What follows belongs to an exercise in optimizing a design on an open flow for a short achievable clock period and few clock cycles; a production flow would make more cautious choices.
The RTL was checked by simulation tests, not by an equivalence proof against the original design.
Power and IR drop assume default switching activity.

File: flow/config.mk
export PLATFORM = sky130hd
export DESIGN_NAME = microprocessor
export DESIGN_NICKNAME = microprocessor
export VERILOG_FILES = /design/flow/design.v
export SDC_FILE = /design/flow/constraint.sdc
export NUM_CORES = 4
export LEC_CHECK = 0
export CAP_MARGIN = 20
export CORE_MARGIN = 2
export CORE_UTILIZATION = 40
export SLEW_MARGIN = 20
File: flow/constraint.sdc
create_clock -name core_clock -period 6.0 [get_ports {clk}]
set_input_delay 1.2000 -clock core_clock [delete_from_list [all_inputs] [get_ports {clk}]]
set_output_delay 1.2000 -clock core_clock [all_outputs]
set_load 0.01 [all_outputs]
File: flow/design.v
parameter ADD     = 4'b0000;
parameter SUB     = 4'b0001;
parameter AND     = 4'b0010;
parameter OR      = 4'b0011;
parameter XOR     = 4'b0100;
parameter NOT     = 4'b0101;
parameter MOV     = 4'b0110;
parameter NOP     = 4'b0111;
parameter LOAD    = 4'b1000;
parameter STORE   = 4'b1001;
parameter LOAD_IM = 4'b1010;
parameter BRN_Z   = 4'b1011;
parameter BRN_N   = 4'b1100;
parameter BRN_O   = 4'b1101;
parameter BRN     = 4'b1110;
module ALU  #(parameter N = 8) (
    input logic clk, arstn, rst, en,
    input logic [2:0] OP, 
    input logic signed [N-1:0] A, 
    input logic signed [N-1:0] B, 
    output logic  [2:0] ONZ,
    output logic signed [N-1:0] Result 
);
logic [2:0] temp_ONZ;
logic signed [N-1:0] temp_result;
always_comb begin
    logic Overflow;
    Overflow = 1'b0;
    case (OP)
        3'b000: begin  
            {Overflow, temp_result} = A + B;
            temp_ONZ[2] = Overflow ^ temp_result[N-1];
            temp_ONZ[1] = temp_result[N-1];
            temp_ONZ[0] = &(~temp_result);
        end
        3'b001: begin  
            {Overflow, temp_result} = A - B;
            temp_ONZ[2] = Overflow ^ temp_result[N-1];
            temp_ONZ[1] = temp_result[N-1];
            temp_ONZ[0] = &(~temp_result);
        end
        3'b010: begin  
            temp_result = A & B;
            temp_ONZ[2] = 0;
            temp_ONZ[1] = temp_result[N-1];
            temp_ONZ[0] = &(~temp_result);
        end
        3'b011: begin  
            temp_result = A | B;
            temp_ONZ[2] = 0;
            temp_ONZ[1] = temp_result[N-1];
            temp_ONZ[0] = &(~temp_result);
        end
        3'b100 : begin  
            temp_result = A ^ B;
            temp_ONZ[2] = 0;
            temp_ONZ[1] = temp_result[N-1];
            temp_ONZ[0] = &(~temp_result);
            end
        3'b101 : begin  
            {Overflow, temp_result} = A + 1;
            temp_ONZ[2] = Overflow ^ temp_result[N-1];
            temp_ONZ[1] = temp_result[N-1];
            temp_ONZ[0] = &(~temp_result);
            end
        3'b110 : begin  
            temp_result = A;
            temp_ONZ[2] = 0;
            temp_ONZ[1] = temp_result[N-1];
            temp_ONZ[0] = &(~temp_result);      
            end
        3'b111 : begin  
            temp_result = B;
            temp_ONZ[2] = 0;
            temp_ONZ[1] = temp_result[N-1];
            temp_ONZ[0] = &(~temp_result);
            end
        default: begin
            temp_ONZ = 3'h0;
            temp_result = 0;
        end
    endcase
end
always_ff @(posedge clk or negedge arstn) begin
    if (!arstn) begin
        Result <= 0;
    end
    else begin
        Result <= temp_result;
    end
end
always_ff @(posedge clk or negedge arstn) begin
    if (!arstn) begin
        ONZ <= 0;
    end 
    else if (rst) begin
        ONZ <= 0;
    end 
    else if (en) begin
        ONZ <= temp_ONZ;
    end
end
endmodule
module RF  #(parameter N = 8, parameter addressBits = 2) ( 
    input logic clk,
    input logic rst_n,
    input logic selectDestinationA,
    input logic selectDestinationB,
    input logic [1:0] selectSource,
    input logic [addressBits-1:0] writeAddress,
    input logic write_en,
    input logic [addressBits-1:0] readAddressA,
    input logic [addressBits-1:0] readAddressB,
    input logic [N-1:0] A, 
    input logic [N-1:0] B, 
    input logic [N-1:0] C, 
    output logic [N-1:0] destination1A,
    output logic [N-1:0] destination2A,
    output logic [N-1:0] destination1B,
    output logic [N-1:0] destination2B
);
    logic [N-1:0] mem [(2**addressBits)-1:0];
    logic [N-1:0] sourceData;
    logic [N-1:0] readA, readB;
    always_ff @(posedge clk, negedge rst_n) begin
        if(!rst_n) begin
            for(int i = 0; i < 2**addressBits; i++) begin
                if (i == 1) begin
                    mem[i] <= -1;
                end else begin
                    mem[i] <= 0;
                end
            end
        end else begin
            for(int i = 0; i < 2**addressBits; i++) begin
                if(write_en && writeAddress == i) begin
                    mem[i] <= sourceData;
                end
            end
        end
    end
    always_comb begin
        case (selectSource)
            2'b00: sourceData = A;
            2'b01: sourceData = B;
            2'b10: sourceData = C;
            default: sourceData = 0;
        endcase
        readA = 0;
        readB = 0;
        for(int i = 0; i < 2**addressBits; i++) begin
            if(readAddressA == i) begin
                readA = mem[i];
            end
            if(readAddressB == i) begin
                readB = mem[i];
            end
        end
        if(selectDestinationA) begin
            destination1A = 0;
            destination2A = readA;
        end else begin
            destination1A = readA;
            destination2A = 0;
        end
        if(selectDestinationB) begin
            destination1B = 0;
            destination2B = readB;
        end else begin
            destination1B = readB;
            destination2B = 0;
        end
    end
endmodule
module FSM #(
  parameter M = 4,  
  parameter N = 4,  
  parameter P = 6   
) (
  input  logic clk,
  input  logic rst_n,
  output logic ov_warning,
  output logic [  1:0] select_source,
  output logic [M-1:0] write_address,
  output logic             write_en,
  output logic [M-1:0] read_address_A, read_address_B,
  output logic select_destination_A, select_destination_B,
  output logic [N-1:0] immediate_value,
  output logic [2:0] OP,
  output logic       s_rst,
  input  logic [2:0] ONZ,
  output logic enable,
  input  logic [4+2*M-1:0] instruction_in,
  output logic              en_read_instr,
  output logic [P-1:0] read_address_instr,
  output logic SRAM_readEnable,
  output logic SRAM_writeEnable
);
parameter ADD     = 4'b0000;
parameter SUB     = 4'b0001;
parameter AND     = 4'b0010;
parameter OR      = 4'b0011;
parameter XOR     = 4'b0100;
parameter NOT     = 4'b0101;
parameter MOV     = 4'b0110;
parameter NOP     = 4'b0111;
parameter LOAD    = 4'b1000;
parameter STORE   = 4'b1001;
parameter LOAD_IM = 4'b1010;
parameter BRN_Z   = 4'b1011;
parameter BRN_N   = 4'b1100;
parameter BRN_O   = 4'b1101;
parameter BRN     = 4'b1110;
enum logic [1:0] { idle = 2'b11, fetch = 2'b00, decode = 2'b01, execute= 2'b10} state, next;
logic [  P-1:0] PC     ;
logic [  P-1:0] PC_next;
logic           ov     ;
logic           ov_reg ;
logic [2*M-1:0] offset ;
logic [3:0]       instruction_code;
logic [M-1:0]     ra, rb;
logic [2:0]       ONZ_next, ONZ_reg;
logic [4+2*M-1:0] instruction_next, instruction_reg;
assign ov_warning = ov_reg;
always @(posedge clk, negedge rst_n) begin
  if (!rst_n) begin
    state <= idle;
  end else begin
    state <= next;
  end
end
always_comb begin
  case (state)
    idle:    next = ov_reg ? idle : fetch;
    fetch:   next = decode;
    decode:  next = execute;
    execute: next = ov ? idle : fetch;
    default: next = idle;
  endcase
end
always_comb begin
  instruction_code     = 0;
  read_address_instr   = PC;
  en_read_instr        = 0;
  enable               = 0;
  read_address_A       = 0;
  read_address_B       = 0;
  OP                   = 0;
  select_destination_A = 0;
  select_destination_B = 0;
  SRAM_readEnable      = 0;
  SRAM_writeEnable     = 0;
  select_source        = 0;
  immediate_value      = 0;
  write_address        = 0;
  write_en             = 0;
  s_rst                = 0;
  PC_next              = PC;
  ONZ_next             = 0;
  ov                   = ov_reg;
  offset               = 1;
  ra                   = 0;
  rb                   = 0;
  instruction_next     = instruction_reg;
  case (state)
    idle: begin
      select_source        = 2'b00;
      write_address        = 0;
      write_en             = 1'b0;
      read_address_A       = 0;    
      read_address_B       = 0;
      select_destination_A = 1'b0;
      select_destination_B = 1'b0;
      immediate_value      = 0;
      OP                   = 3'b000;
      s_rst                = 1'b0;
      enable               = 1'b0;
      en_read_instr        = 1'b0;
      read_address_instr   = PC;
      offset               = 1;
      SRAM_readEnable      = 1'b0;
      SRAM_writeEnable     = 1'b0;
    end
    fetch: begin
      select_source        = 2'b00;
      write_address        = 0;
      write_en             = 1'b0;
      read_address_A       = 0;    
      read_address_B       = 0;
      select_destination_A = 1'b0;
      select_destination_B = 1'b0;
      immediate_value      = 0;
      OP                   = 3'b000;
      s_rst                = 1'b0;
      enable               = 1'b0;
      en_read_instr        = 1'b1;
      read_address_instr   = PC;
    end
    decode: begin 
      ONZ_next         = ONZ;
      instruction_next = instruction_in;
      instruction_code = instruction_in[4+2*M-1:2*M];
      ra               = instruction_in[2*M-1 : M];
      rb               = instruction_in[M-1:0];
      case (instruction_code)
        ADD, SUB, AND, OR, XOR     : begin
          read_address_A       = ra;    
          read_address_B       = rb;
          OP                   = instruction_code[2:0];
          enable               = 1'b1;
        end
        NOT     : begin
          read_address_A       = 1;    
          read_address_B       = rb;
          OP                   = 3'b100;
          enable               = 1'b1;
        end
        MOV     : begin
          read_address_A       = ra;    
          read_address_B       = rb;
          OP                   = 3'b111;
          enable               = 1'b1;
        end
        NOP     : begin
        end
        LOAD    : begin
          read_address_A       = ra;    
          read_address_B       = rb;
          select_destination_A = 1'b1;
          select_destination_B = 1'b1;
          SRAM_readEnable      = 1'b1;
        end
        STORE   : begin
          read_address_A       = rb;    
          read_address_B       = ra;
          select_destination_A = 1'b1;
          select_destination_B = 1'b1;
          SRAM_writeEnable     = 1'b1;
        end
        LOAD_IM : begin
          select_source        = 2'b10;
          write_address        = ra;
          write_en             = 1'b1;
          immediate_value      = $signed(rb);
        end
        BRN_Z, BRN_N, BRN_O, BRN : begin
          s_rst                = 1'b1;
        end
      endcase
    end
    execute: begin
      instruction_code = instruction_reg[4+2*M-1:2*M];
      ra               = instruction_reg[2*M-1 : M];
      rb               = instruction_reg[M-1:0];
      case (instruction_code)
        ADD, SUB, AND, OR, XOR, NOT, MOV: begin
          select_source        = 2'b00;
          write_address        = ra;
          write_en             = 1'b1;
          enable               = 1'b0;
          {ov,PC_next}         = PC+1;          
        end
        NOP     : begin
          {ov,PC_next}         = PC+1; 
        end
        LOAD    : begin
          select_source        = 2'b01;
          write_address        = ra;
          write_en             = 1'b1;
          {ov,PC_next}         = PC+1;
        end
        STORE   : begin
          {ov,PC_next}         = PC+1;
        end
        LOAD_IM : begin
          {ov,PC_next}         = PC+1;
        end
        BRN_Z   : begin
          s_rst = 0;
          if(ONZ_reg[0] == 1) 
            offset  = {ra, rb};
          else 
            offset = 1;
          if (offset[2*M-1]==1) begin
            {ov,PC_next} = PC - offset[2*M-2:0];
          end else begin
            {ov,PC_next} = PC + offset[2*M-2:0];
          end
        end
        BRN_N : begin
          s_rst = 0;
          if(ONZ_reg[1] == 1) 
            offset  = {ra, rb};
          else 
            offset = 1;
          if (offset[2*M-1]==1) begin
            {ov,PC_next} = PC - offset[2*M-2:0];
          end else begin
            {ov,PC_next} = PC + offset[2*M-2:0];
          end
        end
        BRN_O   : begin
          s_rst = 0;
          if(ONZ_reg[2] == 1) 
            offset  = {ra, rb};
          else 
            offset = 1;
          if (offset[2*M-1]==1) begin
            {ov,PC_next} = PC - offset[2*M-2:0];
          end else begin
            {ov,PC_next} = PC + offset[2*M-2:0];
          end
        end
        BRN     : begin
          s_rst  = 0;
          offset = {ra, rb};
          if (offset[2*M-1]==1) begin
            {ov,PC_next} = PC - offset[2*M-2:0];
          end else begin
            {ov,PC_next} = PC + offset[2*M-2:0];
          end
        end
      endcase
    end
  endcase
end
always_ff @(posedge clk, negedge rst_n) begin
  if (!rst_n) begin
    instruction_reg <= 0;
    ONZ_reg         <= 0;
    ov_reg          <= 0;
    PC              <= 0;
  end else begin
    instruction_reg <= instruction_next;
    ONZ_reg         <= ONZ_next;
    ov_reg          <= ov;
    PC              <= PC_next;
  end
end
endmodule
module microprocessor #(parameter N = 8, ROM_addressBits = 6, RF_addressBits = 3) (
  input  logic                           clk             ,
  input  logic                           rst_n           ,
  input  logic [ 3+2*(RF_addressBits):0] ROM_data        ,
  input  logic [                  N-1:0] SRAM_data       ,
  output logic                           overflowPC      ,
  output logic                           ROM_readEnable  ,
  output logic                           SRAM_readEnable ,
  output logic                           SRAM_writeEnable,
  output logic [    ROM_addressBits-1:0] ROM_address     ,
  output logic [(2**RF_addressBits)-1:0] SRAM_address    ,
  output logic [                  N-1:0] SRAM_data_in
);
  logic RF_selectDestA, RF_selectDestB, RF_writeEnable;
  logic [1:0] RF_selectSource;
  logic [RF_addressBits-1:0] RF_writeAddress, RF_readAddressA, RF_readAddressB;
  logic [N-1:0] RF_AluRes, RF_Im, RF_destAluA, RF_destAluB;
  RF #(.N(N), .addressBits(RF_addressBits)) rf (
    clk,
    rst_n,
    RF_selectDestA,
    RF_selectDestB,
    RF_selectSource,
    RF_writeAddress,
    RF_writeEnable,
    RF_readAddressA,
    RF_readAddressB,
    RF_AluRes, SRAM_data, RF_Im,
    RF_destAluA, SRAM_data_in, RF_destAluB, SRAM_address);
  logic ALU_rst, ALU_en;
  logic [2:0] ALU_OP, ALU_ONZ;
  ALU #(N) alu (
    clk,
    rst_n,
    ALU_rst,
    ALU_en,
    ALU_OP,
    RF_destAluA,
    RF_destAluB,
    ALU_ONZ,
    RF_AluRes
  );
  FSM #(.N(N), .M(RF_addressBits), .P(ROM_addressBits)) fsm (
    clk,
    rst_n,
    overflowPC,
    RF_selectSource,
    RF_writeAddress,
    RF_writeEnable,
    RF_readAddressA,
    RF_readAddressB,
    RF_selectDestA,
    RF_selectDestB,
    RF_Im,
    ALU_OP,
    ALU_rst,
    ALU_ONZ,
    ALU_en,
    ROM_data,
    ROM_readEnable,
    ROM_address,
    SRAM_readEnable,
    SRAM_writeEnable
  );
endmodule
File: flow/run.sh
#!/bin/bash
# synth_recipe.tcl (not shown) runs the flow's synth.tcl, then flattens the netlist and writes it again
# the make line also repeats each setting of config.mk as NAME=value (left out here)
make -C /OpenROAD-flow-scripts/flow DESIGN_CONFIG=/design/flow/config.mk WORK_HOME=/design/flow/orfs CLKGATE_MAP_FILE= SYNTH_SCRIPT=/design/flow/synth_recipe.tcl finish
==> implementation parameters <==
Parameter                              Value

Synthesis
  Post-synthesis cell type count    85
  Fraction of registers with async set or reset after synthesis    100%
  Adder and majority gate portion of the synthesized area    roughly a tenth
  Number of enable flip-flop cells after synthesis    0
  XOR/XNOR Fraction of Synth Area    between 2 and 3%
  Mean cell area of the mapped netlist    7.72 sq um
  Post-synthesis cell area    a little under 9000 sq um
  Share of synthesized area occupied by flip-flops and latches    about 28%
  Commonest cells post-synth    nand2_1 (168), o21ai_0 (123), dfrtp_1 (87), a21oi_1 (85), nor2_1 (78)
  Cells after Synth    1134
  Share of cell area taken by muxes after synthesis    under 10%
  Cell type with the highest aggregate area in the netlist    dfrtp_1
  Post-synth top flop    dfrtp_1
  Synth top area cells    dfrtp_1 (25%), ha_1 (8.0%), nand2_1 (7.2%), o21ai_0 (7.0%), a21oi_1 (4.9%)
  Number of warnings printed during yosys synthesis    4
  Simple-gate share of the synthesized area    22.4%
  Post-Syn Nets    roughly 1200
  Synthesized flop and latch total    just under 100
  Main combinational cell family by area after synthesis    compound AO/OA/AOI/OAI gates
  Cell with the most instances after synthesis    nand2_1
  Compound-Gate Fraction of Synth Area    about 29%
  Area share of the largest cell type after synthesis    24.9%

CTS
  Clock-pin slew of the registers on the worst-case setup and hold paths    0.08 ns
  Hold-fix buffers, CTS    0
  Number of gates given a new drive strength after cts    0
  TritonCTS clock tree    built
  Cell chosen for the clock root    clkbuf_16
  Maximum clock insertion buffer count    2
  Cts bufs inserted    9
  Post-CTS setup buffer count    0
  Clock insertion delay at the later pin of the skew report    ~0.37 ns
  # H-tree levels    3
  Clock sinks    97

Timing
  Period utilization    a little over nine tenths
  RSZ-0062 raised after global routing    false
  Worst Hold Margin    just under 0.5 ns
  # setup viols final    0
  Normalized max-slew margin    23.3%
  Min Tclk post-route    slightly below 6 ns
  Worst setup skew after layout    0.0148 ns
  Transition at the pin with the smallest max-transition slack    1.15 ns
  Final Hold Viols    0
  Fmax    between 150 and 200 MHz
  Max-slew violation total from the final report    0

Worst setup path
  Peak fanout along the critical path    8
  FF-to-FF End    alu.ONZ[2]
  Reg-to-Reg Start    fsm.state[0]
  Length in cells of the worst reg-to-reg path    20
  Category of the most critical setup path    input port to primary output
  Critical path startpoint category    input port
  FF-to-FF setup slack    about 0.90 ns
  Arrival time of the worst setup path    about 4.6 ns
  Data required time at the worst endpoint    around 4.8 ns
  CP endpoint kind    primary output

Layout
  Area Overhead vs Synth    15.6%
  Nets    between 1000 and 1500
  Post-route insts no fill    1476
  Layout cells sized above 1    between 10% and 20%
  Number of flip-flops under the largest register name    64
  Design Area, Final    10100 sq um

Pwr
  Total power    0.00518 W
  Leak Pwr    about 4.3 nW
  Sequential share of power    23.7%
  Power density relative to cell area    512 nW/um^2
  Part of the total power dissipated in the clock network    between 10% and 20%
  Switching Share    between 40% and 50%
  Switching power total    about 0.0026 W
  Relative contribution of combinational cells to total power    64.1%
  Internal power    about 0.0026 W
  Worst supply voltage drop on vdd    around 0.16 mV

Floorplan
  Y dimension of the die    152 microns
  Horizontal die dimension    152 microns
  Site row count    54
  Core box area    21600 sq um
  I/O pin cnt    46
  Area of the die    23100 sq um
  Starting Density    roughly 40%

Placed design
  Cell count after placement    ~1500
  Estimated wirelength of the detail-placed design    around 23000 microns
  Post-Place Cell Area    about 9800 sq um
  Placer Congestion    around 0.99
  Quantity of I/O buffers inserted on ports    45

Global route
  Initial antenna violation count    0
  First-pass GRT wire length    47900 microns
  Total GRT Usage    25.9%
  Global routing's busiest layer    met2
  Global routing met3 resource utilization    between 3 and 4%
  GR Util met1    between 30% and 40%
  Met2 capacity usage during global routing    approximately 40%
  Via count of the first global-routing pass    roughly 8400
  Overflow left after global routing    0
  Maximum number of pins on one net before global-route repair    around 60

Min path
  Class of the tightest hold or removal check    register to register
  Min-Delay Startpoint    rf.mem[1][3]
  Endpoint, Worst Hold    rf.mem[1][3]
  Cell count of the worst hold path    2

Run
  Number of maximum-capacitance constraint violations    0

Detailed routing
  Detailed Route Iter0 Violations    ~860
  Detailed-route via count    8796
  Final routed wirelength across all metal layers    between 30000 and 40000 microns
  Average wire per standard cell    just over 20 microns
  Final antenna-violating net count    0
  Number of detailed-route iterations in the first pass    6
  DR vias/cell    between 5 and 6
  DRC violations left    0

Status
  Result of the run  timing/DRC/antenna clean
[metal layers]
layer,up-vias,part of all wire [%]
met5,-,0
met4,0,2.7
met3,65,6.3
met2,330,44
met1,4210,47
li1,4191,-
[metrics by stage]
step                      worst slack (ns)  TNS (ns)  util, %
after global placement             -0.0223   -0.0436     45.3
after floorplan                      0.575         0        -
after CTS                            0.175         0     46.7
after detailed placement           -0.0889    -0.290     45.3
final                                0.196         0     46.8
after global routing                0.0186         0     46.8
[power by group through the flow]
stage / Clock (W) / Combinational (W) / Sequential [W]
3_3_place_gp: 0 / 0.00323 / 0.00123
4_1_cts: 0.000644 / 0.00328 / 0.00122
3_5_place_dp: 0 / 0.00326 / 0.00123
2_1_floorplan: 0 / 0.00235 / 0.00107
6_report: 0.000634 / 0.00332 / 0.00123
5_1_grt: 0.000666 / 0.00368 / 0.00126
[placed cells by master (no fill, tap or decap), drive strengths merged, types with 9 or more instances in the layout]
| cell type | netlist | layout |
|---|---|---|
| and3 | 9 | 9 |
| a31oi | 27 | 27 |
| nor3 | 19 | 19 |
| nand2 | 170 | 170 |
| buf | 18 | 64 |
| nor2b | 22 | 22 |
| ha | 56 | 56 |
| o22ai | 10 | 10 |
| mux2i | 19 | 19 |
| a211oi | 13 | 13 |
| o211ai | 11 | 11 |
| clkbuf | 45 | 9 |
| inv | 58 | 62 |
| a22oi | 12 | 12 |
| nor2 | 80 | 80 |
| and2 | 24 | 24 |
| dfstp | 10 | 10 |
| or2 | 9 | 9 |
| nand2b | 15 | 15 |
| a21oi | 86 | 86 |
| nand3 | 37 | 37 |
| xor2 | 11 | 11 |
| dfrtp | 87 | 87 |
| clkdlybuf4s50 | 0 | 44 |
| a221oi | 10 | 10 |
| o21ai | 133 | 133 |
| xnor2 | 16 | 16 |
| a21boi | 9 | 9 |
[cell families after synthesis]
family | Yosys count
simple gates | 414
fa+ha+maj | 62
flops | 97
mux | 26
xor+xnor | 27
buf+inv | 121
compound gates | 387
[how the worst max path moves through the flow]
| stage | cells past startpoint | startpoint | to |
|---|---|---|---|
| global route | 12 | ROM_data[7] | SRAM_data_in[7] |
| detailed placement | 21 | ROM_data[7] | alu.Result[6] |
| CTS | 13 | ROM_data[7] | SRAM_data_in[4] |
| floorplan | 22 | ROM_data[7] | alu.ONZ[1] |
| finish | 12 | ROM_data[7] | SRAM_data_in[7] |
| global placement | 20 | ROM_data[7] | alu.ONZ[1] |
[worst max-delay path: stages]
cell             delay, ns
clkdlybuf4s50_1       0.56
buf_4                 0.24
o21ai_2               0.31
a32o_1                0.49
buf_4                 0.23
nand2_1               0.18
a221oi_1              0.29
a21oi_1               0.08
o21ai_0               0.09
o41a_1                0.25
and2_1                0.15
clkdlybuf4s50_1       0.54
[final cells by class]
cell class	count	area (sq um)
multi-input cells	916	5830
fillers	2197	11500
repair buffers	108	958
well taps	280	350
flip-flops and latches	97	2440
inverters	58	218
clock buffers	9	225
diodes	1	2.50
clock inverters	7	93.8

-- port drivers added, routing unchanged --
How much do the figures lean on ideal ports? The routed layout below was timed once more, with nothing changed but the port constraints. Step 1, drivers: a clkbuf_16 drives clk and a buf_2 each remaining input, both assumed. Step 2 moves the port delays by t, midway between the first and last clock arrival at a register: inputs arrive t later, outputs are due t later. That takes back most of the time a late clock gives input paths. a / b / c = ideal / step 1 / step 2; a / b = the first two.
t (ns): 0.413
setup WS [ns]: 0.196 / 0.173 / -0.159
worst register clock-pin slew, ns: 0.09 / 0.09
pins driven straight from the clock port: 1
Met with ideal ports but missed after step 2: setup timing in this run. For this run, drivers alone change the setup slack by -0.023 ns; drivers and shift together by -0.355 ns.
